Source: an optimization exercise on an open RTL-to-GDS flow (aim: small area). Production flows keep margins and buffers that such runs may drop. At most, simulation tests tie the RTL to the original design; equivalence was not proved. Only the layout flow was run in run 5; the RTL was not checked for function there. Power and IR drop assume default switching activity.

==> flow/design.v <==
module STS_generator(
    input       [3:0]   addr,
    output reg  [15:0]  rom
);
    always @(*) begin
        case (addr)
            4'd0: rom = {8'hde, 8'h01};
            4'd1: rom = {8'hfd, 8'hec};
            4'd2: rom = {8'h24, 8'hfd};
            4'd3: rom = {8'h18, 8'h00};
            4'd4: rom = {8'h24, 8'hfd};
            4'd5: rom = {8'hfd, 8'hec};
            4'd6: rom = {8'hde, 8'h01};
            4'd7: rom = {8'h0c, 8'h0c};
            4'd8: rom = {8'h01, 8'hde};
            4'd9: rom = {8'hec, 8'hfd};
            4'd10: rom = {8'hfd, 8'h24};
            4'd11: rom = {8'h00, 8'h18};
            4'd12: rom = {8'hfd, 8'h24};
            4'd13: rom = {8'hec, 8'hfd};
            4'd14: rom = {8'h01, 8'hde};
            4'd15: rom = {8'h0c, 8'h0c};
        endcase
    end
endmodule
module LTS_generator(
    input       [5:0]   addr,
    output      [15:0]  rom
);
    wire        neg = addr[5] && (addr[4:0] != 5'd0);
    wire [5:0]  k   = neg ? (~addr + 6'd1) : addr;
    reg  [7:0]  re, im;
    always @(*) begin
        case (k)
            6'd0: begin re = 8'h28; im = 8'h00; end
            6'd1: begin re = 8'hff; im = 8'he1; end
            6'd2: begin re = 8'h0a; im = 8'he4; end
            6'd3: begin re = 8'h19; im = 8'h15; end
            6'd4: begin re = 8'h05; im = 8'h07; end
            6'd5: begin re = 8'h0f; im = 8'hea; end
            6'd6: begin re = 8'he3; im = 8'hf2; end
            6'd7: begin re = 8'hf6; im = 8'he5; end
            6'd8: begin re = 8'h19; im = 8'hf9; end
            6'd9: begin re = 8'h0e; im = 8'h01; end
            6'd10: begin re = 8'h00; im = 8'he3; end
            6'd11: begin re = 8'hdd; im = 8'hf4; end
            6'd12: begin re = 8'h06; im = 8'hf1; end
            6'd13: begin re = 8'h0f; im = 8'hfc; end
            6'd14: begin re = 8'hfa; im = 8'h29; end
            6'd15: begin re = 8'h1f; im = 8'hff; end
            6'd16: begin re = 8'h10; im = 8'hf0; end
            6'd17: begin re = 8'h09; im = 8'h19; end
            6'd18: begin re = 8'hf1; im = 8'h0a; end
            6'd19: begin re = 8'hde; im = 8'h11; end
            6'd20: begin re = 8'h15; im = 8'h18; end
            6'd21: begin re = 8'h12; im = 8'h04; end
            6'd22: begin re = 8'hf1; im = 8'h15; end
            6'd23: begin re = 8'hf2; im = 8'hfa; end
            6'd24: begin re = 8'hf7; im = 8'hd9; end
            6'd25: begin re = 8'he1; im = 8'hfc; end
            6'd26: begin re = 8'hdf; im = 8'hfb; end
            6'd27: begin re = 8'h13; im = 8'hed; end
            6'd28: begin re = 8'hff; im = 8'h0e; end
            6'd29: begin re = 8'he8; im = 8'h1d; end
            6'd30: begin re = 8'h17; im = 8'h1b; end
            6'd31: begin re = 8'h03; im = 8'h19; end
            6'd32: begin re = 8'hd8; im = 8'h00; end
            default: begin re = 8'hxx; im = 8'hxx; end
        endcase
    end
    assign rom = {re, neg ? 8'd0 - im : im};
endmodule
module symbol_train(
    input               clk         ,
    input               rst_n       ,
    input               Tx_Clr      ,
    input               Start_En    ,
    output      [7:0]   Train_Im    ,
    output      [7:0]   Train_Re    ,
    output              Train_Adv
);
    localparam [8:0] ARMED = 9'd63;
    localparam [8:0] DONE  = 9'd385;
    reg  [8:0]  c;
    assign Train_Adv = !Tx_Clr && (Start_En || c != ARMED) && c != DONE;
    always @(posedge clk or negedge rst_n) begin
        if (!rst_n)
            c <= ARMED;
        else if (Tx_Clr)
            c <= ARMED;
        else if (Train_Adv)
            c <= c + 9'd1;
    end
    wire [15:0] sts_w;
    STS_generator u_STS (.addr(c[3:0]), .rom(sts_w));
    wire [15:0] sts = (c == 9'd63 || c == 9'd223) ? 16'h0606 : sts_w;
    wire [15:0] lts_w;
    LTS_generator u_LTS (.addr(c[5:0]), .rom(lts_w));
    wire [15:0] lts = (c == 9'd224) ? {8'hEC, lts_w[7:0]} :
                      (c == 9'd384) ? 16'h1400 : lts_w;
    wire [15:0] s = (c <= 9'd223) ? sts : lts;
    assign Train_Re = s[15:8];
    assign Train_Im = s[7:0];
endmodule
module spram_64(
    input               clk ,
    input       [15:0]  din ,
    output      [15:0]  dout,
    output      [15:0]  tap
);
    reg [15:0] r [0:63];
    integer i;
    always @(posedge clk) begin
        r[0] <= din;
        for (i = 1; i < 64; i = i + 1)
            r[i] <= r[i-1];
    end
    assign dout = r[63];
    assign tap  = r[62];
endmodule
module cp_add(
    input               clk         ,
    input               rst_n       ,
    input       [7:0]   Din_Re      ,
    input       [7:0]   Din_Im      ,
    input               Din_En      ,
    input       [5:0]   Din_Index   ,
    output      [7:0]   Cp_Re       ,
    output      [7:0]   Cp_Im       ,
    output              Cp_Vld
);
    wire [15:0] dly, first;
    spram_64 u_buf (.clk(clk), .din({Din_Re, Din_Im}), .dout(dly), .tap(first));
    reg  [7:0]  Prev_Re, Prev_Im;
    always @(posedge clk or negedge rst_n) begin
        if (!rst_n) begin
            Prev_Re <= 8'd0;
            Prev_Im <= 8'd0;
        end else if (Din_Index == 6'd63) begin
            Prev_Re <= first[15:8];
            Prev_Im <= first[7:0];
        end
    end
    reg  [6:0]  rd_cnt;
    wire        rd_en = (rd_cnt != 7'd0);
    always @(posedge clk or negedge rst_n) begin
        if (!rst_n)
            rd_cnt <= 7'd0;
        else if (Din_Index == 6'd62)
            rd_cnt <= 7'd65;
        else if (rd_en)
            rd_cnt <= rd_cnt - 7'd1;
    end
    wire [7:0]  win_re = Prev_Re + Din_Re;
    wire [7:0]  win_im = Prev_Im + Din_Im;
    wire        cp     = (Din_Index[5:4] == 2'b11);
    wire        w48    = cp && (Din_Index[3:0] == 4'd0);
    assign Cp_Vld = cp || rd_en;
    assign Cp_Re  = w48 ? {1'b0, win_re[7:1]} : cp ? Din_Re : dly[15:8];
    assign Cp_Im  = w48 ? {1'b0, win_im[7:1]} : cp ? Din_Im : dly[7:0];
endmodule
`timescale 1ns / 1ps
module ofdm_tx_backend(
    input               clk             ,
    input               rst_n           ,
    input               Tx_Clr          ,
    input               Train_Start_En  ,
    input       [7:0]   Din_Re          ,
    input       [7:0]   Din_Im          ,
    input               Din_En          ,
    input       [5:0]   Din_Index       ,
    output reg  [7:0]   Dout_Re         ,
    output reg  [7:0]   Dout_Im         ,
    output reg          Dout_Vld
);
    wire [7:0]       Train_Im   ;
    wire [7:0]       Train_Re   ;
    wire             Train_Adv  ;
    wire [7:0]       Cp_Re      ;
    wire [7:0]       Cp_Im      ;
    wire             Cp_Vld     ;
    symbol_train  u_train (
        .clk                (clk            ),
        .rst_n              (rst_n          ),
        .Tx_Clr             (Tx_Clr         ),
        .Start_En           (Train_Start_En ),
        .Train_Im           (Train_Im       ),
        .Train_Re           (Train_Re       ),
        .Train_Adv          (Train_Adv      )
    );
    cp_add  u_cp_add(
        .clk                (clk            ),
        .rst_n              (rst_n          ),
        .Din_Re             (Din_Re         ),
        .Din_Im             (Din_Im         ),
        .Din_En             (Din_En         ),
        .Din_Index          (Din_Index      ),
        .Cp_Re              (Cp_Re          ),
        .Cp_Im              (Cp_Im          ),
        .Cp_Vld             (Cp_Vld         )
    );
    always @(posedge clk or negedge rst_n) begin
        if (!rst_n)
            Dout_Vld <= 1'b0;
        else
            Dout_Vld <= Train_Adv | Cp_Vld;
    end
    always @(posedge clk) begin
        Dout_Im <= Train_Adv ? Train_Re : Cp_Re;
        Dout_Re <= Train_Adv ? Train_Im : Cp_Im;
    end
endmodule
==> flow/run.sh <==
#!/bin/bash
# synth_recipe.tcl (not shown) runs the flow's synth.tcl, then flattens the netlist and writes it again
# the make line also repeats each setting of config.mk as NAME=value (left out here)
make -C /OpenROAD-flow-scripts/flow DESIGN_CONFIG=/design/flow/config.mk WORK_HOME=/design/flow/orfs CLKGATE_MAP_FILE= SYNTH_SCRIPT=/design/flow/synth_recipe.tcl finish
==> flow/config.mk <==
export PLATFORM = sky130hd
export DESIGN_NAME = ofdm_tx_backend
export DESIGN_NICKNAME = ofdm_tx_backend
export VERILOG_FILES = /design/flow/design.v
export SDC_FILE = /design/flow/constraint.sdc
export NUM_CORES = 4
export LEC_CHECK = 0
export CAP_MARGIN = 20
export CORE_MARGIN = 2
export CORE_UTILIZATION = 40
export CTS_CLUSTER_DIAMETER = 70
export CTS_CLUSTER_SIZE = 35
export SLEW_MARGIN = 20
==> flow/constraint.sdc <==
create_clock -name core_clock -period 5.0 [get_ports {clk}]
set_input_delay 1.0000 -clock core_clock [delete_from_list [all_inputs] [get_ports {clk}]]
set_output_delay 1.0000 -clock core_clock [all_outputs]
set_load 0.01 [all_outputs]
==> key figures, run 1 <==
STA
  – RSZ-0062 raised after global routing: no
  – Final min period: roughly 4.2 ns
  – F_max: approximately 240 MHz
  – Worst rel slew slack: 0.3971
  – Max Transition Viols Final: 0
  – Final worst path period share: 0.8323
  – Slew @ Worst Pin: ~0.9 ns
  – Hold Vio Cnt, Final: 0
  – # setup viols final: 0
  – Final WS setup: between 0.8 and 0.9 ns
  – Final setup TNS: 0 ns
  – Skew final: 0.02981 ns

Detailed routing
  – Routed Antenna Nets: 0
  – Iter 0 DRT Violations: roughly 550
  – Drt pass-1 iters: 5
  – Via/cell ratio: 4.199
  – Via count: ~11,000
  – Avg WL per Cell: 13.76 um
  – DRT Wirelength: 34,510 um
  – # DRC: 0

Worst setup path
  – Reg2reg path depth: 15
  – Worst setup startpoint: u_train.c[1]$_DFFE_PN1P_
  – Crit path cell chain: inv_1, ha_1, nand2_1, inv_1, ha_1, nand2b_1, buf_4, o21a_1, nor2_2, buf_4, nor2_1, a211oi_1, o21ai_0, a31oi_1, o21bai_1
  – RR Startpoint: u_train.c[1]$_DFFE_PN1P_
  – CP endpoint kind: register
  – Worst setup path category: reg2reg
  – CP peak stage delay: 0.72 ns
  – CP max FO: 13
  – Slowest-stage cell, CP: dfstp_2
  – R2R Setup Slk: about 0.84 ns
  – Data arrival time of the worst path: 4.68 ns
  – Bufs and invs on worst path: 4
  – Startpoint types: register
  – CP required: 5.52 ns
  – Critical path's top delay family: compound AO/OA/AOI/OAI gates
  – FF-to-FF End: Dout_Im[7]$_DFF_P_

Run status
  – Run status: complete, no violations

Synthesis
  – #FFs+latches synth: approximately 1,100
  – Ys async rst share: 0.03075
  – Register area share after synthesis: 0.8630
  – Synth Flop Type: dfxtp_1
  – Synth Instances: roughly 1,600
  – Number of synthesized flops with an enable pin: 0
  – Post-Syn Area: 25,090 um2
  – Yosys warns: 7
  – Syn nets: between 1,500 and 2,000
  – Average size of a mapped cell: about 16 um2
  – Post-synth cell types: 78

Power
  – LEAKAGE: 11.32 nW
  – Pwr per Cell Area: approximately 580 nW/um2
  – Peak supply drop: around 0.33 mV

Cells and area
  – Fillers: approximately 5,400
  – Area Overhead vs Synth: 10.82%
  – FF+latch area: between 20,000 and 25,000 um2
  – Final net count: approximately 1,700
  – Final Core Density: 0.4497
  – Fin area: 27,810 um2
  – Multi-input combinational cell area: approximately 3200 um2
  – Share of cells above drive strength 1: 0.07729

Clocking
  – CTS Buffer Depth: 3
  – Post-CTS Hold Fix Bufs: 0
  – CTS Sinks: about 1,100
  – Root Buffer: clkbuf_16
  – H-tree depth: 2
  – CTS buffer count: 39
  – Clock latency on the worst-skew pair: 0.59 ns
  – Resize count post-CTS: 0
  – Setup bufs post-CTS: 0
  – Clock-pin slew on the worst setup and hold paths: 0.11 ns
  – CTS tree: done

GRT
  – Vias in the first global route: 10,480
  – Initial antenna violation count: 1
  – Global Route Usage Sum: 0.1090
  – Largest net degree at the start of global routing: 37
  – Grt total ovfl: 0
  – First-pass GRT wire length: about 56,000 um

Hold path
  – Worst hold path class: reg2reg
  – Min-delay src: u_cp_add.u_buf.r[61][9]$_DFF_P_
  – WHS Path Cells: 0
  – Hold endpoint: u_cp_add.u_buf.r[62][9]$_DFF_P_

Placement
  – Placer Congestion: about 0.83
  – DP Worst Slack: between 0.7 and 0.8 ns
  – Port Buffer Count: 42
  – Placed Area: 26,560 um2
  – DP Wirelength: 21,680 um

Floorplan
  – I/O Pins: 44
  – Starting density of the core: 0.4058
  – Core box area: around 62,000 um2
  – Die H: ~250 um
  – # rows: 91
  – Die width: between 200 and 300 um
  – Die Area: around 65,000 um2

Flow run
  – Max Cap Viol: 0
## cell usage in the layout (no fill, tap or decap), types with 4 or more instances in the layout
cell | netlist | layout
dfstp_2 | 6 | 6
clkbuf_16 | 0 | 40
nand4_1 | 4 | 4
xnor2_1 | 20 | 20
clkdlybuf4s50_1 | 0 | 41
clkbuf_1 | 25 | 4
or3_1 | 4 | 4
o21ai_1 | 4 | 4
a211oi_1 | 12 | 12
buf_4 | 3 | 23
mux2i_1 | 17 | 17
nor4_1 | 6 | 6
inv_1 | 21 | 21
nand2_1 | 51 | 51
nand2b_1 | 7 | 7
a21oi_1 | 57 | 57
ha_1 | 27 | 27
nor2b_1 | 5 | 5
nor3_1 | 14 | 14
nor2_1 | 46 | 46
o21a_1 | 6 | 6
a21o_1 | 6 | 6
nand3_1 | 31 | 31
dfrtp_1 | 27 | 27
a31oi_1 | 7 | 7
dfxtp_1 | 1040 | 1040
o211ai_1 | 9 | 9
o31ai_1 | 4 | 4
o21ai_0 | 26 | 26
mux2_2 | 21 | 21
## how the worst max path moves through the flow
stage	to	slack, ns	cells past startpoint
detailed placement	Dout_Im[7]$_DFF_P_	0.79	15
floorplan	Dout_Re[6]$_DFF_P_	1.09	16
global placement	Dout_Im[7]$_DFF_P_	0.72	15
CTS	Dout_Im[7]$_DFF_P_	0.75	15
global route	Dout_Im[7]$_DFF_P_	0.47	15
finish	Dout_Im[7]$_DFF_P_	0.84	15
## sequential cells by signal, summed over array words and instances (netlist names)
register          cells
Dout_Im               8
Dout_Re               8
Dout_Vld              1
u_cp_add.Prev_Im      8
u_cp_add.Prev_Re      8
u_cp_add.rd_cnt       7
u_cp_add.u_buf.r   1024
u_train.c             9
## cell families (layout without fill, tap and decap cells)
| logic type | Yosys count | in the layout | share of synthesized area |
|---|---|---|---|
| flip-flops | 1073 | 1073 | 0.8630 |
| adder cells (fa/ha/maj) | 29 | 29 | 0.01506 |
| AO/OA/AOI/OAI | 168 | 168 | 0.04448 |
| AND/OR/NAND/NOR | 190 | 190 | 0.03850 |
| multiplexers | 43 | 43 | 0.01975 |
| other | 0 | 2 | 0 |
| XOR/XNOR | 25 | 25 | 0.009325 |
| buffers and inverters | 56 | 141 | 0.009923 |
## cells in the mapped netlist (5+ instances only)
library cell	number	share of area
o211ai_1	9	0.0027
a21oi_1	57	0.011
dfxtp_1	1040	0.83
o21a_1	6	0.0018
nor2b_1	5	0.0012
a21o_1	6	0.0018
a211oi_1	12	0.0036
ha_1	27	0.013
nand3_1	31	0.0062
nor4_1	6	0.0015
nor2_1	46	0.0069
dfstp_2	6	0.0063
a31oi_1	7	0.0017
inv_1	21	0.0031
nand2b_1	7	0.0017
clkbuf_1	25	0.0037
mux2_2	21	0.0094
o21ai_0	26	0.0052
mux2i_1	17	0.0068
xnor2_1	20	0.0070
dfrtp_1	27	0.027
nor3_1	14	0.0028
nand2_1	51	0.0076
## stage by stage
stage	hold WS (ns)	instances	power, mW
2_1_floorplan	0.3096	1584	11.27
3_3_place_gp	0.3106	2451	12.25
3_5_place_dp	0.3121	2451	12.22
4_1_cts	0.2994	2506	16.25
5_1_grt	0.3024	2506	16.83
6_report	0.3005	2508	16.08
## worst reg2reg max path: stages, from the launching register on
cell	delay, ns
dfstp_2	0.72
inv_1	0.14
ha_1	0.30
nand2_1	0.13
inv_1	0.07
ha_1	0.25
nand2b_1	0.22
buf_4	0.18
o21a_1	0.29
nor2_2	0.43
buf_4	0.21
nor2_1	0.04
a211oi_1	0.39
o21ai_0	0.19
a31oi_1	0.39
o21bai_1	0.17
## layout make-up
| cell class | count | share of cell area |
|---|---|---|
| Antenna cell | 2 | 0.0001800 |
| Clock inverter | 11 | 0.007785 |
| Multi-Input combinational cell | 455 | 0.1151 |
| Timing Repair Buffer | 65 | 0.02115 |
| Sequential cell | 1073 | 0.7787 |
| Clock buffer | 44 | 0.03654 |
| Tap cell | 837 | 0.03766 |
| Inverter | 21 | 0.002835 |
## metal layers
metal / global-route usage / wire, um
met5: 0 / 0
met4: 0.04034 / 928
met3: 0.01847 / 1282
met2: 0.1628 / 14420
met1: 0.1589 / 17870
## where the power goes
part / internal (mW) / total [mW] / switching, mW / leakage (nW)
clock: 1.64 / 4.05 / 2.41 / 0.590
sequential: 9.01 / 9.19 / 0.179 / 9.12
combinational: 1.16 / 2.84 / 1.68 / 1.61
==> inputs of run 2 (changes only) <==
--- a/flow/config.mk
+++ b/flow/config.mk
@@ -8,6 +8,6 @@
 export CAP_MARGIN = 20
 export CORE_MARGIN = 2
 export CORE_UTILIZATION = 40
-export CTS_CLUSTER_DIAMETER = 70
-export CTS_CLUSTER_SIZE = 35
+export CTS_CLUSTER_DIAMETER = 60
+export CTS_CLUSTER_SIZE = 30
 export SLEW_MARGIN = 20
==> key figures, run 2 <==
Floorplan
  – Core box area: 61,830 um2 (unchanged)
  – # rows: 91 (unchanged)
  – Die H: 254.5 um (unchanged)
  – Starting density of the core: 0.4058 (unchanged)
  – I/O Pins: 44 (unchanged)
  – Die Area: 64,750 um2 (unchanged)
  – Die width: 254.5 um (unchanged)

Worst setup path
  – CP peak stage delay: 0.72 ns (about the same)
  – Data arrival time of the worst path: 4.73 ns (+0.05 ns)
  – Critical path's top delay family: compound AO/OA/AOI/OAI gates
  – Reg2reg path depth: 15 (unchanged)
  – CP required: 5.52 ns (about the same)
  – RR Startpoint: u_train.c[1]$_DFFE_PN1P_
  – Worst setup path category: reg2reg
  – Stages on the worst setup path: 15 (unchanged)
  – FF-to-FF End: Dout_Im[7]$_DFF_P_
  – Startpoint types: register
  – Slowest-stage cell, CP: dfstp_2
  – Worst setup startpoint: u_train.c[1]$_DFFE_PN1P_
  – Bufs and invs on worst path: 4 (unchanged)
  – R2R Setup Slk: 0.79 ns (-0.05 ns)
  – CP endpoint kind: register
  – Crit path cell chain: inv_1, ha_1, nand2_1, inv_1, ha_1, nand2b_1, buf_4, o21a_1, nor2_2, buf_4, nor2_1, a211oi_1, o21ai_0, a31oi_1, o21bai_1
  – CP max FO: 13 (unchanged)
  – Critical Path End: Dout_Im[7]$_DFF_P_

Synthesis
  – Post-synth cell types: 78 (unchanged)
  – Synth area leader: dfxtp_1
  – Register area share after synthesis: 0.8630 (unchanged)
  – Synth area leaders: dfxtp_1 (83%), dfrtp_1 (2.7%), ha_1 (1.3%), a21oi_1 (1.1%), mux2_2 (0.94%)
  – Top-area cell type share of the netlist area: 0.8298 (unchanged)
  – Synth Instances: 1,584 (unchanged)
  – Number of synthesized flops with an enable pin: 0 (unchanged)
  – Ys async rst share: 0.03075 (unchanged)
  – Post-Syn Area: 25,090 um2 (unchanged)
  – #FFs+latches synth: 1,073 (unchanged)
  – Yosys warns: 7 (unchanged)
  – Synth Flop Type: dfxtp_1
  – Average size of a mapped cell: 15.84 um2 (unchanged)
  – Commonest cells in the netlist: dfxtp_1 (1,040), a21oi_1 (57), nand2_1 (51), nor2_1 (46), nand3_1 (31)
  – Syn nets: 1,640 (unchanged)
  – Top-count cell post-synth: dfxtp_1

Placement
  – Placer Congestion: 0.8308 (unchanged)
  – Port Buffer Count: 42 (unchanged)
  – Placed Area: 26,560 um2 (unchanged)
  – DP Wirelength: 21,680 um (unchanged)

Clocking
  – Post-CTS Hold Fix Bufs: 0 (unchanged)
  – CTS buffer count: 46 (+18%)
  – H-tree depth: 2 (unchanged)
  – CTS Sinks: 1,073 (unchanged)
  – Root Buffer: clkbuf_16
  – Clock-pin slew on the worst setup and hold paths: 0.10 ns (about the same)
  – Setup bufs post-CTS: 0 (unchanged)
  – Clock latency on the worst-skew pair: 0.61 ns (+0.02 ns)
  – Resize count post-CTS: 0 (unchanged)
  – CTS Buffer Depth: 3 (unchanged)
  – CTS tree: done

Power
  – LEAKAGE: 11.42 nW (+0.84%)
  – Peak supply drop: 0.3081 mV (-6.5%)
  – Pwr per Cell Area: 584.5 nW/um2 (+1.0%)
  – Total power: 16.36 mW (+1.7%)

Detailed routing
  – Routed Antenna Nets: 0 (unchanged)
  – DRT Wirelength: 34,730 um (+0.63%)
  – Avg WL per Cell: 13.80 um (+0.27%)
  – Drt pass-1 iters: 4 (-1)
  – Via/cell ratio: 4.207 (+0.17%)
  – # DRC: 0 (unchanged)
  – Iter 0 DRT Violations: 521 (-4.9%)
  – Via count: 10,590 (+0.53%)

STA
  – Final setup TNS: 0 ns (unchanged)
  – Skew final: 0.03413 ns (+0.004321 ns)
  – # setup viols final: 0 (unchanged)
  – Slew @ Worst Pin: 0.8963 ns (-0.003568 ns)
  – F_max: 237.5 MHz (-1.2%)
  – Worst rel slew slack: 0.3995 (+0.002390)
  – Max Transition Viols Final: 0 (unchanged)
  – RSZ-0062 raised after global routing: no
  – Hold Vio Cnt, Final: 0 (unchanged)
  – Final min period: 4.211 ns (+0.04963 ns)
  – Final worst path period share: 0.8422 (+0.009926)

GRT
  – Global Route Usage Sum: 0.1102 (+0.001160)
  – Vias in the first global route: 10,570 (+0.84%)
  – Initial antenna violation count: 1 (unchanged)
  – Grt total ovfl: 0 (unchanged)
  – Largest net degree at the start of global routing: 34 (-8.1%)
  – First-pass GRT wire length: 56,470 um (+1.0%)

Cells and area
  – Most common cell after layout, fill and taps aside: dfxtp_1
  – Most frequent cells in the layout: dfxtp_1 (1,040), a21oi_1 (57), nand2_1 (51)
  – Share of cells above drive strength 1: 0.08343 (+0.006141)
  – Most flops, register: u_cp_add.u_buf.r
  – Fin area: 28,000 um2 (+0.69%)
  – Final net count: 1,718 (+0.41%)
  – Max FFs per register: 1,024 (unchanged)
  – Largest regs: u_cp_add.u_buf.r x1024, u_train.c x9
  – Fillers: 5,373 (-0.81%)
  – Area Overhead vs Synth: 11.58%

Flow run
  – Max Cap Viol: 0 (unchanged)

Hold path
  – Worst hold path class: reg2reg
  – Min-delay src: u_cp_add.u_buf.r[58][14]$_DFF_P_

Run status
  – Run status: complete, no violations
run 2: area by class of cell:
| type | instances | area, um2 | share of cell area |
|---|---|---|---|
| Antenna cell | 2 | 5.005 | 0.0001788 |
| Clock buffer | 50 | 1197 | 0.04277 |
| Clock inverter | 14 | 226.5 | 0.008089 |
| Inverter | 21 | 78.83 | 0.002816 |
| Multi-Input combinational cell | 455 | 3201 | 0.1143 |
| Sequential cell | 1073 | 21650 | 0.7734 |
| Tap cell | 837 | 1047 | 0.03741 |
| Timing Repair Buffer | 65 | 588.1 | 0.02100 |
run 2: per-stage QoR:
stage                     std cells  worst slack (ns)    util  hold slack, ns
after floorplan                1584             1.091       -          0.3096
after global placement         2451            0.7183  0.4296          0.3106
after detailed placement       2451            0.7856  0.4296          0.3121
after CTS                      2515            0.7135  0.4527          0.3043
after global routing           2515            0.4357  0.4528          0.3111
final                          2517            0.7888  0.4528          0.3028
run 2: worst reg2reg max path, stage by stage (launching register included):
cell and delay [ns]:
dfstp_2 0.72, inv_1 0.14, ha_1 0.30, nand2_1 0.13, inv_1 0.07, ha_1 0.25, nand2b_1 0.22, buf_4 0.18
o21a_1 0.30, nor2_2 0.44, buf_4 0.22, nor2_1 0.04, a211oi_1 0.38, o21ai_0 0.19, a31oi_1 0.39, o21bai_1 0.16
run 2: report_power, final:
| group | switching, mW | internal [mW] | total, mW |
|---|---|---|---|
| sequential | 0.178 | 9.01 | 9.19 |
| clock | 2.51 | 1.81 | 4.32 |
| combinational | 1.69 | 1.16 | 2.85 |
| total | 4.38 | 12.0 | 16.4 |
run 2: kinds of logic after synthesis:
kind of cell,after synthesis,synth area share
simple gates,190,0.03850
compound gates,168,0.04448
fa+ha+maj,29,0.01506
xor+xnor,25,0.009325
mux,43,0.01975
buf+inv,56,0.009923
flops,1073,0.8630
run 2: worst min-delay path by stage:
stage / end / depth (start not counted)
2_1_floorplan: u_cp_add.u_buf.r[10][0]$_DFF_P_ / 0
3_3_place_gp: u_cp_add.u_buf.r[60][13]$_DFF_P_ / 0
3_5_place_dp: u_cp_add.u_buf.r[15][7]$_DFF_P_ / 0
4_1_cts: u_cp_add.u_buf.r[59][14]$_DFF_P_ / 0
5_1_grt: u_cp_add.u_buf.r[57][7]$_DFF_P_ / 0
6_report: u_cp_add.u_buf.r[59][14]$_DFF_P_ / 0
run 2: routing by layer:
layer,wire (um),track usage,part of all wire
met5,0,0,0
met4,1042,0.04269,0.030
met3,1730,0.02092,0.050
met2,14440,0.1629,0.42
met1,17510,0.1597,0.50
==> inputs of run 3 (changes only) <==
==> flow/flow/run.sh (new file) <==
#!/bin/bash
# Own layout flow: the standard flow (standard.sh) with
#  - the standard synthesis script, except that ABC maps for area
#    (flow/abc_area.script) instead of delay; registers are untouched,
#  - clock tree synthesis without dummy loads,
#  - the smallest buffer on the input and output ports.
# Each tool's output goes to the ORFS logs under orfs/logs/; make's own
# output goes to flow_make.log here.
set -euo pipefail
W=$(pwd)

# synthesis script: synth_recipe.tcl with the ABC script replaced
{
  echo "proc abc {args} { set i [lsearch \$args -script]; lset args [expr {\$i+1}] $W/flow/abc_area.script; yosys abc {*}\$args }"
  cat "$W/synth_recipe.tcl"
} > "$W/flow_synth.tcl"
sed "s#$W/synth_recipe.tcl#$W/flow_synth.tcl#g" "$W/standard.sh" > "$W/flow_standard.sh"
grep -q flow_synth.tcl "$W/flow_standard.sh"

export CTS_ARGS="-sink_clustering_enable -repair_clock_nets -dont_use_dummy_load -sink_clustering_size 30 -sink_clustering_max_diameter 60"
export BUFFER_PORTS_ARGS="-buffer_cell sky130_fd_sc_hd__buf_1"

bash "$W/flow_standard.sh" > "$W/flow_make.log" 2>&1
==> flow/flow/abc_area.script (new file) <==
strash
&get -n
&deepsyn -T 20
&put
dch -f
map -a
==> flow/standard.sh (new file) <==
#!/bin/bash
# synth_recipe.tcl (not shown) runs the flow's synth.tcl, then flattens the netlist and writes it again
# the make line also repeats each setting of config.mk as NAME=value (left out here)
make -C /OpenROAD-flow-scripts/flow DESIGN_CONFIG=/design/flow/config.mk WORK_HOME=/design/flow/orfs CLKGATE_MAP_FILE= SYNTH_SCRIPT=/design/flow/synth_recipe.tcl "${@:-finish}"
--- a/flow/config.mk
+++ b/flow/config.mk
@@ -8,6 +8,4 @@
 export CAP_MARGIN = 20
 export CORE_MARGIN = 2
 export CORE_UTILIZATION = 40
-export CTS_CLUSTER_DIAMETER = 60
-export CTS_CLUSTER_SIZE = 30
 export SLEW_MARGIN = 20
removed: flow/run.sh
==> key figures, run 3 <==
STA
  – Final worst path period share: 0.8453 (+0.003092)
  – Slew @ Worst Pin: 0.9131 ns (+0.01678 ns)
  – F_max: 236.6 MHz (-0.37%)
  – Final setup TNS: 0 ns (unchanged)
  – # setup viols final: 0 (unchanged)
  – RSZ-0062 raised after global routing: no
  – Hold Vio Cnt, Final: 0 (unchanged)
  – Worst rel slew slack: 0.3913 (-0.008246)
  – Max Transition Viols Final: 0 (unchanged)
  – Skew final: 0.1089 ns (+0.07478 ns)
  – Final min period: 4.227 ns (+0.01546 ns)

Detailed routing
  – Via/cell ratio: 4.260 (+1.3%)
  – # DRC: 0 (unchanged)
  – Iter 0 DRT Violations: 536 (+2.9%)
  – Via count: 10,510 (-0.74%)
  – DRT Wirelength: 35,490 um (+2.2%)
  – Drt pass-1 iters: 5 (+1)
  – Avg WL per Cell: 14.39 um (+4.3%)
  – Routed Antenna Nets: 0 (unchanged)

Synthesis
  – Yosys warns: 7 (unchanged)
  – Top-area cell type share of the netlist area: 0.8543 (+0.02458)
  – Synth area leaders: dfxtp_1 (85%), dfrtp_1 (2.8%), nor2_1 (1.4%), ha_1 (1.4%), clkinv_1 (1.3%)
  – Commonest cells in the netlist: dfxtp_1 (1,040), nor2_1 (92), clkinv_1 (84), nand2_1 (56), a21oi_1 (55)
  – Synth area leader: dfxtp_1
  – Register area share after synthesis: 0.8885 (+0.02557)
  – Post-synth cell types: 40 (-49%)
  – Number of synthesized flops with an enable pin: 0 (unchanged)
  – Synth Flop Type: dfxtp_1
  – Top-count cell post-synth: dfxtp_1
  – Synth Instances: 1,561 (-1.5%)
  – Ys async rst share: 0.03075 (unchanged)
  – Post-Syn Area: 24,370 um2 (-2.9%)
  – Average size of a mapped cell: 15.61 um2 (-1.4%)
  – Syn nets: 1,617 (-1.4%)
  – #FFs+latches synth: 1,073 (unchanged)

GRT
  – First-pass GRT wire length: 57,180 um (+1.3%)
  – Initial antenna violation count: 2 (+1)
  – Largest net degree at the start of global routing: 34 (unchanged)
  – Vias in the first global route: 10,380 (-1.8%)
  – Grt total ovfl: 0 (unchanged)
  – Global Route Usage Sum: 0.1150 (+0.004804)

Cells and area
  – Fillers: 5,242 (-2.4%)
  – Final net count: 1,742 (+1.4%)
  – Final Core Density: 0.4479 (-0.004965)
  – Share of cells above drive strength 1: 0.06591 (-0.01752)
  – Fin area: 26,980 um2 (-3.6%)
  – FF+latch area: 21,650 um2 (unchanged)
  – Multi-input combinational cell area: 2407 um2 (-25%)
  – Area Overhead vs Synth: 10.72%
  – Largest regs: u_cp_add.u_buf.r x1024, u_train.c x9
  – Most frequent cells in the layout: dfxtp_1 (1,040), nor2_1 (92), clkinv_1 (84)
  – Most common cell after layout, fill and taps aside: dfxtp_1
  – Max FFs per register: 1,024 (unchanged)
  – Most flops, register: u_cp_add.u_buf.r

Worst setup path
  – R2R Setup Slk: 0.77 ns (-0.02 ns)
  – CP required: 5.37 ns (-0.15 ns)
  – Bufs and invs on worst path: 6 (+2)
  – RR Startpoint: u_train.c[1]$_DFFE_PN1P_
  – Slowest-stage cell, CP: dfstp_2
  – CP max FO: 7 (-6)
  – Critical path's top delay family: compound AO/OA/AOI/OAI gates
  – FF-to-FF End: Dout_Re[7]$_DFF_P_
  – Worst setup path category: reg2reg
  – Data arrival time of the worst path: 4.59 ns (-0.14 ns)
  – Startpoint types: register
  – CP endpoint kind: register
  – CP peak stage delay: 0.44 ns (-0.28 ns)
  – Reg2reg path depth: 21 (+6)
  – Crit path cell chain: clkinv_1, ha_1, clkinv_1, nor2_1, ha_1, nor2_1, buf_4, o21ai_1, buf_4, clkinv_1, ha_1, a21oi_1, nand3_1, o2111ai_1, nand2_1, o21ai_0, clkinv_1, nor2_1, nor2_1, o21ai_0, a21oi_1

Clocking
  – Clock-pin slew on the worst setup and hold paths: 0.10 ns (about the same)
  – CTS Buffer Depth: 3 (unchanged)
  – CTS tree: done
  – H-tree depth: 2 (unchanged)
  – Clock latency on the worst-skew pair: 0.62 ns (about the same)
  – CTS buffer count: 49 (+6.5%)
  – CTS Sinks: 1,073 (unchanged)
  – Root Buffer: clkbuf_16
  – Setup bufs post-CTS: 0 (unchanged)
  – Post-CTS Hold Fix Bufs: 0 (unchanged)
  – Resize count post-CTS: 0 (unchanged)

Run status
  – Run status: complete, no violations

Hold path
  – Hold endpoint: u_cp_add.u_buf.r[24][8]$_DFF_P_
  – WHS Path Cells: 0 (unchanged)
  – Min-delay src: u_cp_add.u_buf.r[23][8]$_DFF_P_
  – Worst hold path class: reg2reg

Floorplan
  – Core box area: 60,250 um2 (-2.6%)
  – Die H: 250.8 um (-1.4%)
  – Die Area: 62,910 um2 (-2.8%)
  – Starting density of the core: 0.4045 (-0.001338)
  – # rows: 90 (-1.1%)
  – I/O Pins: 44 (unchanged)
  – Die width: 250.8 um (-1.4%)

Power
  – Sw Share: 0.2505 (-0.01744)
  – LEAKAGE: 10.96 nW (-4.0%)
  – Peak supply drop: 0.3825 mV (+24%)
  – Comb pwr share: 0.131 (-0.043)
  – Net switching power: 3.822 mW (-13%)
  – Clock power frac: 0.266 (+0.002)
  – Pwr per Cell Area: 565.6 nW/um2 (-3.2%)
  – Internal Dissipation: 11.44 mW (-4.5%)
  – Total power: 15.26 mW (-6.7%)
  – Reg power frac: 0.604 (+0.042)

Placement
  – Placed Area: 25,750 um2 (-3.0%)
  – Placer Congestion: 0.8251 (-0.69%)
  – Port Buffer Count: 42 (unchanged)
  – DP Wirelength: 22,710 um (+4.8%)

Flow run
  – Max Cap Viol: 0 (unchanged)
## run 3: changes by cell type after synthesis, sizes merged, moves of 18 or more
cell / change
clkinv: +84
mux2i: -18
clkbuf: -25
inv: -21
nand3: -18
nor2: +45
## run 3: metal layers
metal	wire length (um)	part of all wire	global-route usage	vias up
met4	703	0.020	0.03319	0
met3	1643	0.046	0.02226	56
li1	-	-	-	5237
met1	19270	0.54	0.1802	5031
met2	13870	0.39	0.1592	186
met5	0	0	0	-
## run 3: area by class of cell
type | count | area share
Sequential cell | 1073 | 0.8025
Multi-Input combinational cell | 404 | 0.08922
Clock buffer | 49 | 0.04544
Tap cell | 782 | 0.03626
Timing Repair Buffer | 74 | 0.01479
Inverter | 84 | 0.01169
Antenna cell | 1 | 0.00009274
## run 3: worst register-to-register path, delay by kind of cell (launching register included)
family | cells | cell delay (ns)
DFF | 1 | 0.44
buffers and inverters | 6 | 0.84
AOI/OAI and AO/OA | 6 | 1.30
adders and majority gates | 3 | 0.77
and+or+nand+nor | 6 | 0.66
## run 3: cell families after synthesis
kind of cell | count (synthesis) | share of synthesized area
and+or+nand+nor | 194 | 0.03337
adders and majority gates | 29 | 0.01551
muxes | 14 | 0.006469
xor gates and xnor gates | 6 | 0.002156
buffers and inverters | 84 | 0.01294
DFF | 1073 | 0.8885
AOI/OAI and AO/OA | 161 | 0.04102
## run 3: through the flow
step / setup slack (ns) / cells / hold WS [ns]
5_1_grt: 0.3883 / 2466 / 0.2563
6_report: 0.7733 / 2467 / 0.2598
3_5_place_dp: 0.8642 / 2417 / 0.3121
4_1_cts: 0.7300 / 2466 / 0.2651
2_1_floorplan: 0.7650 / 1561 / 0.3096
3_3_place_gp: 0.7304 / 2417 / 0.3095
## run 3: worst max-delay path by stage
stage	endpoint	startpoint	depth (start not counted)
final	Dout_Re[7]$_DFF_P_	u_train.c[1]$_DFFE_PN1P_	21
after global routing	Dout_Re[7]$_DFF_P_	u_train.c[1]$_DFFE_PN1P_	21
after CTS	Dout_Re[7]$_DFF_P_	u_train.c[1]$_DFFE_PN1P_	21
after detailed placement	Dout_Re[6]$_DFF_P_	u_train.c[1]$_DFFE_PN1P_	19
after global placement	Dout_Re[7]$_DFF_P_	u_train.c[1]$_DFFE_PN1P_	21
after floorplan	Dout_Re[6]$_DFF_P_	u_train.c[0]$_DFFE_PN1P_	18
## run 3: power by group through the flow
| stage | registers (mW) | logic (mW) | clock network (mW) |
|---|---|---|---|
| 2_1_floorplan | 9.35 | 1.13 | 0 |
| 4_1_cts | 9.22 | 2.01 | 4.21 |
| 3_5_place_dp | 9.41 | 1.99 | 0 |
| 3_3_place_gp | 9.40 | 2.05 | 0 |
| 5_1_grt | 9.27 | 2.21 | 4.51 |
| 6_report | 9.21 | 2.00 | 4.05 |
==> inputs of run 4 (changes only) <==
==> flow/flow/abc_area.script (replaced) <==
strash
&get -n
&deepsyn -T 20
&put
dch -f
amap
--- a/flow/config.mk
+++ b/flow/config.mk
@@ -8,4 +8,5 @@
 export CAP_MARGIN = 20
 export CORE_MARGIN = 2
 export CORE_UTILIZATION = 40
+export GPL_TIMING_DRIVEN = 0
 export SLEW_MARGIN = 20
==> key figures, run 4 <==
Detailed routing
  – Avg WL per Cell: 14.37 um (-0.11%)
  – Iter 0 DRT Violations: 616 (+15%)
  – Via count: 10,290 (-2.1%)
  – Via/cell ratio: 4.253 (-0.16%)
  – Routed Antenna Nets: 0 (unchanged)
  – DRT Wirelength: 34,760 um (-2.1%)
  – # DRC: 0 (unchanged)
  – Drt pass-1 iters: 5 (unchanged)

Placement
  – Placer Congestion: 0.8207 (-0.53%)
  – DP Wirelength: 22,120 um (-2.6%)
  – Placed Area: 25,470 um2 (-1.1%)
  – Port Buffer Count: 42 (unchanged)

Worst setup path
  – Slowest-stage cell, CP: dfstp_4
  – RR Startpoint: u_train.c[0]$_DFFE_PN1P_
  – FF-to-FF End: Dout_Re[6]$_DFF_P_
  – Bufs and invs on worst path: 6 (unchanged)
  – Data arrival time of the worst path: 5.13 ns (+0.54 ns)
  – CP peak stage delay: 0.70 ns (+0.26 ns)
  – CP max FO: 13 (+6)
  – CP endpoint kind: register
  – Crit path cell chain: clkinv_4, ha_1, clkinv_1, nor3_1, ha_1, nor2_4, clkinv_1, o22ai_4, inv_2, ha_1, clkinv_1, a21oi_1, o221a_1, a31oi_1, o21ai_2, buf_4, ha_1, a31oi_1, or2_0, o21ai_0, or3_1, a31o_1
  – Top cell by count, worst path: ha_1
  – Critical path's top delay family: compound AO/OA/AOI/OAI gates
  – Reg2reg path depth: 22 (+4.8%)
  – Worst setup path category: reg2reg
  – R2R Setup Slk: 0.33 ns (-0.45 ns)
  – Worst setup startpoint: u_train.c[0]$_DFFE_PN1P_
  – Startpoint types: register
  – Stages on the worst setup path: 22 (+4.8%)
  – CP required: 5.45 ns (+0.08 ns)

Synthesis
  – Post-synth cell types: 49 (+23%)
  – Number of synthesized flops with an enable pin: 0 (unchanged)
  – Yosys warns: 7 (unchanged)
  – Post-Syn Area: 24,280 um2 (-0.39%)
  – Ys async rst share: 0.03075 (unchanged)
  – Top-area cell type share of the netlist area: 0.8576 (+0.003303)
  – Synth area leader: dfxtp_1
  – Register area share after synthesis: 0.8920 (+0.003435)
  – #FFs+latches synth: 1,073 (unchanged)
  – Commonest cells in the netlist: dfxtp_1 (1,040), nor2_1 (98), clkinv_1 (65), nand2_1 (45), a21oi_1 (32)
  – Average size of a mapped cell: 15.84 um2 (+1.4%)
  – Top-count cell post-synth: dfxtp_1
  – Synth Flop Type: dfxtp_1
  – Synth area leaders: dfxtp_1 (86%), dfrtp_1 (2.8%), nor2_1 (1.5%), ha_1 (1.4%), clkinv_1 (1.0%)
  – Syn nets: 1,589 (-1.7%)
  – Synth Instances: 1,533 (-1.8%)

STA
  – Hold Vio Cnt, Final: 0 (unchanged)
  – Final worst path period share: 0.9349 (+0.08959)
  – # setup viols final: 0 (unchanged)
  – Final setup TNS: 0 ns (unchanged)
  – Slew @ Worst Pin: 0.9441 ns (+0.03094 ns)
  – F_max: 213.9 MHz (-9.6%)
  – Final min period: 4.675 ns (+0.4479 ns)
  – Skew final: 0.1101 ns (+0.001180 ns)
  – Worst rel slew slack: 0.3640 (-0.02728)
  – Max Transition Viols Final: 0 (unchanged)

Floorplan
  – Die width: 250.4 um (-0.19%)
  – Die H: 250.4 um (-0.19%)
  – I/O Pins: 44 (unchanged)
  – Starting density of the core: 0.4037 (-0.0008030)
  – Core box area: 60,130 um2 (-0.19%)
  – Die Area: 62,680 um2 (-0.38%)
  – # rows: 90 (unchanged)

Cells and area
  – Most flops, register: u_cp_add.u_buf.r
  – Max FFs per register: 1,024 (unchanged)
  – Largest regs: u_cp_add.u_buf.r x1024, u_train.c x9
  – Final net count: 1,693 (-2.8%)
  – Area Overhead vs Synth: 10.40%
  – Most frequent cells in the layout: dfxtp_1 (1,040), nor2_1 (96), clkinv_1 (58)
  – Fillers: 5,349 (+2.0%)
  – Share of cells above drive strength 1: 0.05199 (-0.01393)
  – Fin area: 26,800 um2 (-0.67%)
  – Most common cell after layout, fill and taps aside: dfxtp_1

Clocking
  – Clock latency on the worst-skew pair: 0.62 ns (about the same)
  – Post-CTS Hold Fix Bufs: 0 (unchanged)
  – H-tree depth: 2 (unchanged)
  – CTS Sinks: 1,073 (unchanged)
  – CTS tree: done
  – CTS Buffer Depth: 3 (unchanged)
  – Root Buffer: clkbuf_16
  – CTS buffer count: 46 (-6.1%)
  – Clock-pin slew on the worst setup and hold paths: 0.10 ns (about the same)

GRT
  – Vias in the first global route: 10,260 (-1.1%)
  – First-pass GRT wire length: 55,990 um (-2.1%)
  – Largest net degree at the start of global routing: 31 (-8.8%)
  – Global Route Usage Sum: 0.1131 (-0.001870)
  – Grt total ovfl: 0 (unchanged)
  – Initial antenna violation count: 1 (-1)

Run status
  – Run status: complete, no violations

Hold path
  – Worst hold path class: in2async

Power
  – Peak supply drop: 0.3717 mV (-2.8%)
  – Comb pwr share: 0.142 (+0.011)
  – Pwr per Cell Area: 573.3 nW/um2 (+1.4%)
  – Net switching power: 3.922 mW (+2.6%)
  – LEAKAGE: 10.77 nW (-1.7%)
  – Reg power frac: 0.602 (-0.002)
  – Internal Dissipation: 11.44 mW (about the same)
  – Clock power frac: 0.256 (-0.010)
  – Sw Share: 0.2553 (+0.004813)

Flow run
  – Max Cap Viol: 0 (unchanged)
## run 4: how the worst max path moves through the flow
stage                     slack (ns)            endpoint
after floorplan                 0.53  Dout_Re[6]$_DFF_P_
after detailed placement       -1.27  Dout_Re[7]$_DFF_P_
after global routing           -0.02  Dout_Re[7]$_DFF_P_
final                           0.33  Dout_Re[6]$_DFF_P_
after CTS                      -0.08  Dout_Re[7]$_DFF_P_
after global placement         -1.54  Dout_Re[7]$_DFF_P_
## run 4: repair_timing
item                                    in CTS  in global routing
endpoints found under the setup margin      15                  7
pin swaps                                    0                  2
buffers inserted                             0                 11
gates resized for setup                     13                 14
## run 4: power groups by stage
stage | clock network, mW | logic [mW] | registers (mW)
2_1_floorplan | 0 | 1.26 | 9.40
3_3_place_gp | 0 | 2.02 | 9.44
3_5_place_dp | 0 | 1.98 | 9.45
4_1_cts | 4.11 | 2.02 | 9.27
5_1_grt | 4.43 | 2.39 | 9.31
6_report | 3.94 | 2.18 | 9.25
## run 4: area by class of cell
class	instances	area [um2]	area share
clock buffer	46	1151	0.04295
tap	782	978.4	0.03651
sequential	1073	21660	0.8081
antenna	2	5.005	0.0001867
inverter	65	260.3	0.009711
multi-input combinational	395	2461	0.09183
timing repair buffer	56	287.8	0.01074
## run 4: metal layers
layer  vias up  GRT usage  part of all wire
li1       5174          -                 -
met1      4863     0.1668              0.52
met2       184     0.1633              0.41
met3        68    0.02286             0.045
met4         0    0.04328             0.029
met5         -          0                 0
## run 4: worst register-to-register path: stages, from the launching register on
cell      delay [ns]
dfstp_4         0.70
clkinv_4        0.16
ha_1            0.33
clkinv_1        0.09
nor3_1          0.07
ha_1            0.25
nor2_4          0.17
clkinv_1        0.18
o22ai_4         0.22
inv_2           0.12
ha_1            0.31
clkinv_1        0.09
a21oi_1         0.08
o221a_1         0.13
a31oi_1         0.18
o21ai_2         0.12
buf_4           0.18
ha_1            0.18
a31oi_1         0.21
or2_0           0.17
o21ai_0         0.09
or3_1           0.32
a31o_1          0.25
## run 4: per-stage QoR
| stage | cells | worst slack [ns] | hold WS (ns) | power (mW) | utilization |
|---|---|---|---|---|---|
| CTS | 2406 | -0.07548 | 0.2203 | 15.40 | 0.4434 |
| floorplan | 1533 | 0.5281 | 0.3096 | 10.67 | - |
| detailed placement | 2360 | -1.273 | 0.3121 | 11.43 | 0.4236 |
| finish | 2419 | 0.3254 | 0.2554 | 15.37 | 0.4457 |
| global placement | 2357 | -1.543 | 0.3103 | 11.46 | 0.4226 |
| global route | 2417 | -0.02354 | 0.2316 | 16.13 | 0.4456 |
## run 4: kinds of logic after synthesis
kind of cell / synth area share
DFF: 0.8920
and+or+nand+nor: 0.03391
AOI/OAI and AO/OA: 0.04850
buffers and inverters: 0.01005
adders and majority gates: 0.01557
==> inputs of run 5 (changes only) <==
--- a/flow/design.v
+++ b/flow/design.v
@@ -88,8 +88,8 @@
             c <= ARMED;
         else if (Tx_Clr)
             c <= ARMED;
-        else if (Train_Adv)
-            c <= c + 9'd1;
+        else
+            c <= c + {8'd0, Train_Adv};
     end
     wire [15:0] sts_w;
     STS_generator u_STS (.addr(c[3:0]), .rom(sts_w));
@@ -141,15 +141,17 @@
             Prev_Im <= first[7:0];
         end
     end
-    reg  [6:0]  rd_cnt;
-    wire        rd_en = (rd_cnt != 7'd0);
+    reg  [6:0]  rd_st;
+    wire        rd_en = (rd_st != 7'd0);
     always @(posedge clk or negedge rst_n) begin
         if (!rst_n)
-            rd_cnt <= 7'd0;
+            rd_st <= 7'd0;
         else if (Din_Index == 6'd62)
-            rd_cnt <= 7'd65;
-        else if (rd_en)
-            rd_cnt <= rd_cnt - 7'd1;
+            rd_st <= 7'h40;
+        else if (rd_st == 7'h09)
+            rd_st <= 7'd0;
+        else
+            rd_st <= {rd_st[5:0], rd_st[6] ^ rd_st[5]};
     end
     wire [7:0]  win_re = Prev_Re + Din_Re;
     wire [7:0]  win_im = Prev_Im + Din_Im;
--- a/flow/flow/run.sh
+++ b/flow/flow/run.sh
@@ -17,7 +17,7 @@
 sed "s#$W/synth_recipe.tcl#$W/flow_synth.tcl#g" "$W/standard.sh" > "$W/flow_standard.sh"
 grep -q flow_synth.tcl "$W/flow_standard.sh"
 
-export CTS_ARGS="-sink_clustering_enable -repair_clock_nets -dont_use_dummy_load -sink_clustering_size 30 -sink_clustering_max_diameter 60"
+export CTS_ARGS="-sink_clustering_enable -repair_clock_nets -dont_use_dummy_load -sink_clustering_size 20 -sink_clustering_max_diameter 45 -sink_clustering_buffer sky130_fd_sc_hd__clkbuf_8"
 export BUFFER_PORTS_ARGS="-buffer_cell sky130_fd_sc_hd__buf_1"
 
 bash "$W/flow_standard.sh" > "$W/flow_make.log" 2>&1
==> key figures, run 5 <==
Cells and area
  – Fillers: 5,330 (-0.36%)
  – Most flops, register: u_cp_add.u_buf.r
  – Multi-input combinational cell area: 2445 um2 (-0.66%)
  – Share of cells above drive strength 1: 0.06824 (+0.01625)
  – Largest regs: u_cp_add.u_buf.r x1024, u_train.c x9
  – Final net count: 1,715 (+1.3%)
  – Area Overhead vs Synth: 10.29% (about the same)
  – Most common cell after layout, fill and taps aside: dfxtp_1
  – Final Core Density: 0.4454 (about the same)
  – Most frequent cells in the layout: dfxtp_1 (1,040), nor2_1 (103), clkinv_1 (70)
  – Max FFs per register: 1,024 (unchanged)
  – Final non-filler cell total: 2,439 (+0.83%)
  – FF+latch area: 21,660 um2 (unchanged)
  – Fin area: 26,780 um2 (about the same)

STA
  – Slew @ Worst Pin: 0.9526 ns (+0.008582 ns)
  – # setup viols final: 0 (unchanged)
  – Final min period: 4.631 ns (-0.04382 ns)
  – Final hold slack: 0.2671 ns (+0.01169 ns)
  – Final worst path period share: 0.9262 (-0.008764)
  – Max Transition Viols Final: 0 (unchanged)
  – Worst rel slew slack: 0.3590 (-0.004927)
  – RSZ-0062 raised after global routing: no
  – F_max: 215.9 MHz (+0.95%)
  – Hold Vio Cnt, Final: 0 (unchanged)
  – Skew final: 0.07298 ns (-0.03711 ns)
  – Final WS setup: 0.3692 ns (+0.04382 ns)
  – Final setup TNS: 0 ns (unchanged)

GRT
  – Initial antenna violation count: 0 (-1)
  – Grt total ovfl: 0 (unchanged)
  – Vias in the first global route: 10,580 (+3.1%)
  – Largest net degree at the start of global routing: 27 (-13%)
  – Global Route Usage Sum: 0.1165 (+0.003374)
  – First-pass GRT wire length: 57,150 um (+2.1%)

Power
  – Comb pwr share: 0.133 (-0.009)
  – LEAKAGE: 10.81 nW (+0.38%)
  – Clock power frac: 0.258 (+0.002)
  – Total power: 15.11 mW (-1.7%)
  – Net switching power: 3.842 mW (-2.0%)
  – Internal Dissipation: 11.27 mW (-1.6%)
  – Sw Share: 0.2543 (-0.0009394)
  – Pwr per Cell Area: 564.1 nW/um2 (-1.6%)
  – Peak supply drop: 0.3040 mV (-18%)
  – Reg power frac: 0.609 (+0.007)

Worst setup path
  – Data arrival time of the worst path: 5.08 ns (-0.05 ns)
  – Startpoint types: register
  – Worst setup path category: reg2reg
  – CP endpoint kind: register
  – CP required: 5.45 ns (about the same)
  – R2R Setup Slk: 0.37 ns (+0.04 ns)
  – CP max FO: 12 (-1)

Clocking
  – CTS Sinks: 1,073 (unchanged)
  – Clock-pin slew on the worst setup and hold paths: 0.10 ns (about the same)
  – CTS tree: done
  – H-tree depth: 3 (+1)
  – CTS Buffer Depth: 3 (unchanged)
  – CTS buffer count: 78 (+70%)
  – Clock latency on the worst-skew pair: 0.58 ns (-0.04 ns)
  – Root Buffer: clkbuf_16
  – Post-CTS Hold Fix Bufs: 0 (unchanged)

Floorplan
  – # rows: 90 (unchanged)
  – Die Area: 62,700 um2 (about the same)
  – Die H: 250.4 um (about the same)
  – Starting density of the core: 0.4038 (about the same)
  – I/O Pins: 44 (unchanged)
  – Core box area: 60,130 um2 (unchanged)
  – Die width: 250.4 um (about the same)

Synthesis
  – Synth Instances: 1,529 (-0.26%)
  – Top-area cell type share of the netlist area: 0.8574 (about the same)
  – Synth area leader: dfxtp_1
  – Syn nets: 1,586 (-0.19%)
  – Average size of a mapped cell: 15.88 um2 (+0.29%)
  – Post-synth cell types: 46 (-6.1%)
  – Yosys warns: 7 (unchanged)
  – Ys async rst share: 0.03075 (unchanged)
  – Register area share after synthesis: 0.8917 (about the same)
  – #FFs+latches synth: 1,073 (unchanged)
  – Top-count cell post-synth: dfxtp_1
  – Number of synthesized flops with an enable pin: 0 (unchanged)
  – Post-Syn Area: 24,280 um2 (about the same)
  – Synth Flop Type: dfxtp_1
  – Commonest cells in the netlist: dfxtp_1 (1,040), nor2_1 (108), clkinv_1 (75), nand2_1 (35), ha_1 (28)
  – Synth area leaders: dfxtp_1 (86%), dfrtp_1 (2.8%), nor2_1 (1.7%), ha_1 (1.4%), clkinv_1 (1.2%)

Placement
  – DP Wirelength: 22,260 um (+0.64%)
  – DP Worst Slack: -1.528 ns (-0.2552 ns)
  – Placed Area: 25,470 um2 (about the same)
  – Placer Congestion: 0.8455 (+3.0%)
  – Port Buffer Count: 42 (unchanged)
  – Dpl cells: 2,356 (-0.17%)

Detailed routing
  – DRT Wirelength: 35,450 um (+2.0%)
  – # DRC: 0 (unchanged)
  – Drt pass-1 iters: 5 (unchanged)
  – Via count: 10,350 (+0.62%)
  – Via/cell ratio: 4.245 (-0.20%)
  – Iter 0 DRT Violations: 541 (-12%)
  – Routed Antenna Nets: 0 (unchanged)
  – Avg WL per Cell: 14.53 um (+1.1%)

Flow run
  – Max Cap Viol: 0 (unchanged)

Run status
  – Run status: complete, no violations

Hold path
  – Worst hold path class: reg2reg
[run 5: changes by cell type after synthesis, sizes merged, moves of 5 or more]
cell	delta
clkinv	+10
nand2	-10
nor2	+10
nor3	-9
nor2b	+8
a21oi	-7
o21ai	-5
[run 5: final cells by class]
type                            count  share of cell area
Clock buffer                       78             0.04387
Multi-Input combinational cell    381             0.09128
Antenna cell                        1          0.00009343
Tap cell                          782             0.03653
Timing Repair Buffer               49            0.008642
Inverter                           75             0.01098
Sequential cell                  1073              0.8086
[run 5: path summary, 6_finish.rpt]
kind | from | to | cells past startpoint
min reg2reg | u_cp_add.u_buf.r[13][2]$_DFF_P_ | u_cp_add.u_buf.r[14][2]$_DFF_P_ | 0
max in group asynchronous | rst_n | u_train.c[3]$_DFF_PN1_ | 2
min | u_cp_add.u_buf.r[13][2]$_DFF_P_ | u_cp_add.u_buf.r[14][2]$_DFF_P_ | 0
min in group asynchronous | rst_n | u_cp_add.rd_st[0]$_DFF_PN0_ | 1
max | u_train.c[0]$_DFF_PN1_ | Dout_Re[6]$_DFF_P_ | 23
max reg2reg | u_train.c[0]$_DFF_PN1_ | Dout_Re[6]$_DFF_P_ | 23
[run 5: logic make-up after synthesis]
family | Yosys count | share of synthesized area
DFF | 1073 | 0.8917
xor gates and xnor gates | 1 | 0.0003607
and+or+nand+nor | 196 | 0.03478
AOI/OAI and AO/OA | 154 | 0.04550
adders and majority gates | 30 | 0.01608
buffers and inverters | 75 | 0.01159
[run 5: repair_timing]
action | CTS | global route
resized for setup | 20 | 8
buffers inserted | 2 | 2
pin swaps | 3 | 1
endpoints found under the setup margin | 14 | 11
[run 5: metal layers]
| metal | GRT usage | share of wire | vias to the layer above |
|---|---|---|---|
| met5 | 0 | 0 | - |
| met2 | 0.1673 | 0.41 | 181 |
| met3 | 0.03159 | 0.048 | 97 |
| li1 | - | - | 5159 |
| met1 | 0.1663 | 0.51 | 4916 |
| met4 | 0.04722 | 0.031 | 0 |
[run 5: power by group through the flow]
stage               logic (mW)  registers (mW)  clock network (mW)
floorplan                 1.18            9.37                   0
detailed placement        1.86            9.41                   0
global route              2.20            9.26                4.41
global placement          1.92            9.40                   0
CTS                       1.97            9.22                4.09
finish                    2.00            9.20                3.90
[run 5: critical path, stage by stage, from the launching register on]
cell and delay (ns):
dfstp_4 0.66, clkinv_4 0.13, ha_2 0.26, clkinv_1 0.07, nor2_1 0.06, ha_1 0.21
nor2_2 0.18, clkinv_2 0.14, o22ai_4 0.21, clkinv_2 0.19, ha_1 0.31, clkinv_1 0.12
nor2_1 0.09, nor4_4 0.29, o21ai_0 0.17, ha_1 0.28, o21ai_1 0.22, nor2_1 0.09
nor2_1 0.17, or2_0 0.16, a21oi_1 0.05, nor2_1 0.11, a21oi_1 0.09, nor4_2 0.28
==> inputs of run 6 (changes only) <==
--- a/flow/design.v
+++ b/flow/design.v
@@ -99,8 +99,8 @@
     wire [15:0] lts = (c == 9'd224) ? {8'hEC, lts_w[7:0]} :
                       (c == 9'd384) ? 16'h1400 : lts_w;
     wire [15:0] s = (c <= 9'd223) ? sts : lts;
-    assign Train_Re = s[15:8];
-    assign Train_Im = s[7:0];
+    assign Train_Re = {s[14], s[14:8]};
+    assign Train_Im = {s[6], s[6:0]};
 endmodule
 module spram_64(
     input               clk ,
--- a/flow/flow/run.sh
+++ b/flow/flow/run.sh
@@ -17,7 +17,7 @@
 sed "s#$W/synth_recipe.tcl#$W/flow_synth.tcl#g" "$W/standard.sh" > "$W/flow_standard.sh"
 grep -q flow_synth.tcl "$W/flow_standard.sh"
 
-export CTS_ARGS="-sink_clustering_enable -repair_clock_nets -dont_use_dummy_load -sink_clustering_size 20 -sink_clustering_max_diameter 45 -sink_clustering_buffer sky130_fd_sc_hd__clkbuf_8"
+export CTS_ARGS="-sink_clustering_enable -repair_clock_nets -dont_use_dummy_load -sink_clustering_size 40 -sink_clustering_max_diameter 50"
 export BUFFER_PORTS_ARGS="-buffer_cell sky130_fd_sc_hd__buf_1"
 
 bash "$W/flow_standard.sh" > "$W/flow_make.log" 2>&1
==> key figures, run 6 <==
Run status
  – Run status: complete, no violations

GRT
  – Vias in the first global route: 10,470 (-1.0%)
  – Met1 Use GR: 0.1641 (-0.002210)
  – Grt total ovfl: 0 (unchanged)
  – Met2 Use GR: 0.1769 (+0.009634)
  – Initial antenna violation count: 2 (+2)
  – Global Route Usage Sum: 0.1177 (+0.001269)
  – Met3 Use GR: 0.02795 (-0.003639)
  – First-pass GRT wire length: 57,300 um (+0.28%)
  – Largest net degree at the start of global routing: 33 (+22%)
  – Gr busiest metal: met2

Synthesis
  – Register area share after synthesis: 0.8980 (+0.006293)
  – Synth area leaders: dfxtp_1 (86%), dfrtp_1 (2.8%), nor2_1 (1.4%), ha_1 (1.4%), clkinv_1 (1.0%)
  – #FFs+latches synth: 1,073 (unchanged)
  – Commonest cells in the netlist: dfxtp_1 (1,040), nor2_1 (91), clkinv_1 (66), o21ai_0 (41), nand2_1 (35)
  – Top-count cell post-synth: dfxtp_1
  – Synth area leader: dfxtp_1
  – Post-synth cell types: 46 (unchanged)
  – Number of synthesized flops with an enable pin: 0 (unchanged)
  – Ys async rst share: 0.03075 (unchanged)
  – Yosys warns: 7 (unchanged)
  – Post-Syn Area: 24,110 um2 (-0.70%)
  – Average size of a mapped cell: 16.10 um2 (+1.4%)
  – Syn nets: 1,554 (-2.0%)
  – Synth Flop Type: dfxtp_1
  – Top-area cell type share of the netlist area: 0.8634 (+0.006050)
  – Synth Instances: 1,498 (-2.0%)

STA
  – # setup viols final: 0 (unchanged)
  – RSZ-0062 raised after global routing: no
  – Hold Vio Cnt, Final: 0 (unchanged)
  – Final WS setup: 0.2480 ns (-0.1213 ns)
  – Skew final: 0.07226 ns (-0.0007113 ns)
  – Final min period: 4.752 ns (+0.1213 ns)
  – Final worst path period share: 0.9504 (+0.02426)
  – Worst rel slew slack: 0.3036 (-0.05545)
  – Slew @ Worst Pin: 1.041 ns (+0.08812 ns)
  – Max Transition Viols Final: 0 (unchanged)
  – F_max: 210.4 MHz (-2.6%)

Power
  – Clock power frac: 0.309 (+0.051)
  – Net switching power: 3.698 mW (-3.8%)
  – Pwr per Cell Area: 576.0 nW/um2 (+2.1%)
  – Comb pwr share: 0.106 (-0.027)
  – Peak supply drop: 0.3027 mV (-0.42%)
  – LEAKAGE: 10.97 nW (+1.5%)
  – Reg power frac: 0.584 (-0.025)
  – Total power: 15.67 mW (+3.7%)
  – Sw Share: 0.2360 (-0.01830)
  – Internal Dissipation: 11.97 mW (+6.2%)

Detailed routing
  – Routed Antenna Nets: 0 (unchanged)
  – DRT Wirelength: 35,500 um (+0.14%)
  – Via count: 10,200 (-1.5%)
  – # DRC: 0 (unchanged)
  – Drt pass-1 iters: 5 (unchanged)
  – Avg WL per Cell: 14.77 um (+1.6%)
  – Iter 0 DRT Violations: 519 (-4.1%)
  – Via/cell ratio: 4.243 (about the same)

Clocking
  – Clock-pin slew on the worst setup and hold paths: 0.07 ns (-0.03 ns)
  – CTS tree: done
  – Post-CTS Hold Fix Bufs: 0 (unchanged)
  – CTS Sinks: 1,073 (unchanged)
  – Clock latency on the worst-skew pair: 0.61 ns (+0.03 ns)
  – H-tree depth: 3 (unchanged)
  – Root Buffer: clkbuf_16
  – CTS Buffer Depth: 3 (unchanged)
  – CTS buffer count: 68 (-13%)

Cells and area
  – Most common cell after layout, fill and taps aside: dfxtp_1
  – Share of cells above drive strength 1: 0.06667 (-0.001570)
  – Final net count: 1,678 (-2.2%)
  – Largest regs: u_cp_add.u_buf.r x1024, u_train.c x9
  – Area Overhead vs Synth: 12.80%
  – Max FFs per register: 1,024 (unchanged)
  – Most flops, register: u_cp_add.u_buf.r
  – Most frequent cells in the layout: dfxtp_1 (1,040), nor2_1 (89), clkbuf_16 (68)

Floorplan
  – Die width: 249.5 um (-0.35%)
  – Die Area: 62,260 um2 (-0.69%)
  – Starting density of the core: 0.4018 (-0.002077)
  – # rows: 90 (unchanged)
  – Die H: 249.5 um (-0.35%)
  – I/O Pins: 44 (unchanged)
  – Core box area: 60,020 um2 (-0.19%)

Placement
  – Port Buffer Count: 42 (unchanged)
  – DP Worst Slack: -1.994 ns (-0.4665 ns)
  – Placer Congestion: 0.8383 (-0.85%)
  – DP Wirelength: 22,290 um (+0.12%)

Worst setup path
  – Top cell by count, worst path: clkinv_1
  – CP required: 5.47 ns (+0.02 ns)
  – FF-to-FF End: Dout_Re[7]$_DFF_P_
  – Data arrival time of the worst path: 5.22 ns (+0.14 ns)
  – CP peak stage delay: 0.65 ns (about the same)
  – RR Startpoint: u_train.c[0]$_DFF_PN1_
  – Worst setup path category: reg2reg
  – Reg2reg path depth: 23 (unchanged)
  – Critical Path End: Dout_Re[7]$_DFF_P_
  – Crit path cell chain: clkinv_4, ha_2, nand2_1, clkinv_1, ha_1, nor2_4, clkinv_1, o22ai_4, buf_4, clkinv_1, ha_2, nor2_2, o41a_1, o31ai_4, ha_1, o21ai_0, o21ai_1, nand2_1, o21ai_2, a21oi_2, o32a_1, buf_4, o221ai_2
  – CP endpoint kind: register
  – R2R Setup Slk: 0.25 ns (-0.12 ns)
  – Worst setup startpoint: u_train.c[0]$_DFF_PN1_
  – Slowest-stage cell, CP: dfstp_4
  – CP max FO: 12 (unchanged)
  – Startpoint types: register

Flow run
  – Max Cap Viol: 0 (unchanged)

Hold path
  – Worst hold path class: in2async
[run 6: cell count changes after synthesis, moves of 3 or more]
cell	change
o21ai_0	+16
o21a_1	-4
o311ai_0	+6
nor2_1	-17
o221ai_1	-4
or4_1	-3
a222oi_1	+3
nor2b_1	-7
a22o_1	+12
o22a_1	-16
clkinv_1	-9
o311a_1	-3
[run 6: layout make-up]
type / count / area, um2
tap: 782 / 978.4
clock buffer: 68 / 1702
fill: 5268 / 32820
timing repair buffer: 54 / 269.0
sequential: 1073 / 21660
inverter: 66 / 259.0
antenna: 2 / 5.005
multi-input combinational: 359 / 2328
[run 6: logic make-up after synthesis]
| kind of cell | Yosys count | share of synthesized area |
|---|---|---|
| DFF | 1073 | 0.8980 |
| adders and majority gates | 29 | 0.01567 |
| and+or+nand+nor | 167 | 0.02932 |
| buffers and inverters | 66 | 0.01027 |
| AOI/OAI and AO/OA | 163 | 0.04675 |
[run 6: worst max-delay path, delay by kind of cell, from the launching register on]
kind	cells	cell delay, ns
buffers and inverters	6	0.78
AND/OR/NAND/NOR	4	0.58
adder cells (fa/ha/maj)	4	0.95
flip-flops	1	0.65
AO/OA/AOI/OAI	9	1.69
[run 6: how the worst min path moves through the flow]
stage	from	end	depth (start not counted)
3_3_place_gp	u_cp_add.u_buf.r[61][8]$_DFF_P_	u_cp_add.u_buf.r[62][8]$_DFF_P_	0
5_1_grt	rst_n	u_cp_add.rd_st[0]$_DFF_PN0_	1
4_1_cts	rst_n	u_cp_add.rd_st[2]$_DFF_PN0_	1
6_report	rst_n	u_cp_add.rd_st[0]$_DFF_PN0_	1
3_5_place_dp	u_cp_add.u_buf.r[19][12]$_DFF_P_	u_cp_add.u_buf.r[20][12]$_DFF_P_	0
2_1_floorplan	u_cp_add.u_buf.r[9][0]$_DFF_P_	u_cp_add.u_buf.r[10][0]$_DFF_P_	0
[run 6: power by group through the flow]
stage / Clock [mW] / Combinational (mW) / Sequential, mW
final: 4.85 / 1.67 / 9.15
after global placement: 0 / 1.52 / 9.34
after detailed placement: 0 / 1.49 / 9.36
after floorplan: 0 / 0.893 / 9.32
after global routing: 5.35 / 1.83 / 9.20
after CTS: 5.04 / 1.63 / 9.16
[run 6: stage by stage]
stage               std cells  area (um2)  utilization  hold slack (ns)  setup TNS, ns
detailed placement       2327       25320       0.4218           0.3121         -11.77
global route             2402       27190       0.4531           0.2144              0
CTS                      2400       27150       0.4523           0.2004              0
floorplan                1498       24110            -           0.3096              0
finish                   2404       27200       0.4532           0.2461              0
global placement         2322       25250       0.4207           0.3102         -34.47
[run 6: what timing repair did]
action | in CTS | in global routing
setup endpoints to repair | 15 | 2
gates resized for setup | 21 | 10
gates cloned | 0 | 0
buffers inserted | 5 | 2
pin swaps | 3 | 4
[run 6: per-layer routing]
layer  routed length, um  share of wire
met3                1419          0.040
met2               15140           0.43
met4                1044          0.029
met1               17890           0.50
met5                   0              0

-- re-timing with driven ports --
No port has a modelled driver above. Below, the same layouts with a new extraction and two added sets of constraints.
Step 1 assumes that a clkbuf_16 drives the clock port and a buf_2 every other input.
Step 2, shift: input delay + t, output delay - t, t = (earliest + latest rising clock arrival at the registers) / 2. This alone moves slack from input paths to output paths.
Slacks: ideal ports / drivers / drivers and shift; pairs: ideal ports / drivers.
run	shift t [ns]	setup WS [ns]	latest minus earliest clock arrival (ns)	worst data-port slew with drivers (ns)	pins driven straight from the clock port
run 1	0.637	0.838 / 0.838 / 0.838	0.037 / 0.037	0.07	1
run 2	0.640	0.789 / 0.789 / 0.789	0.044 / 0.044	0.07	1
run 3	0.617	0.773 / 0.773 / 0.773	0.113 / 0.113	0.09	1
run 4	0.621	0.325 / 0.325 / 0.325	0.117 / 0.116	0.07	1
run 5	0.609	0.369 / 0.369 / 0.369	0.084 / 0.083	0.07	1
run 6	0.625	0.248 / 0.248 / 0.248	0.097 / 0.097	0.05	1
After both steps setup and hold are still met in every run listed.
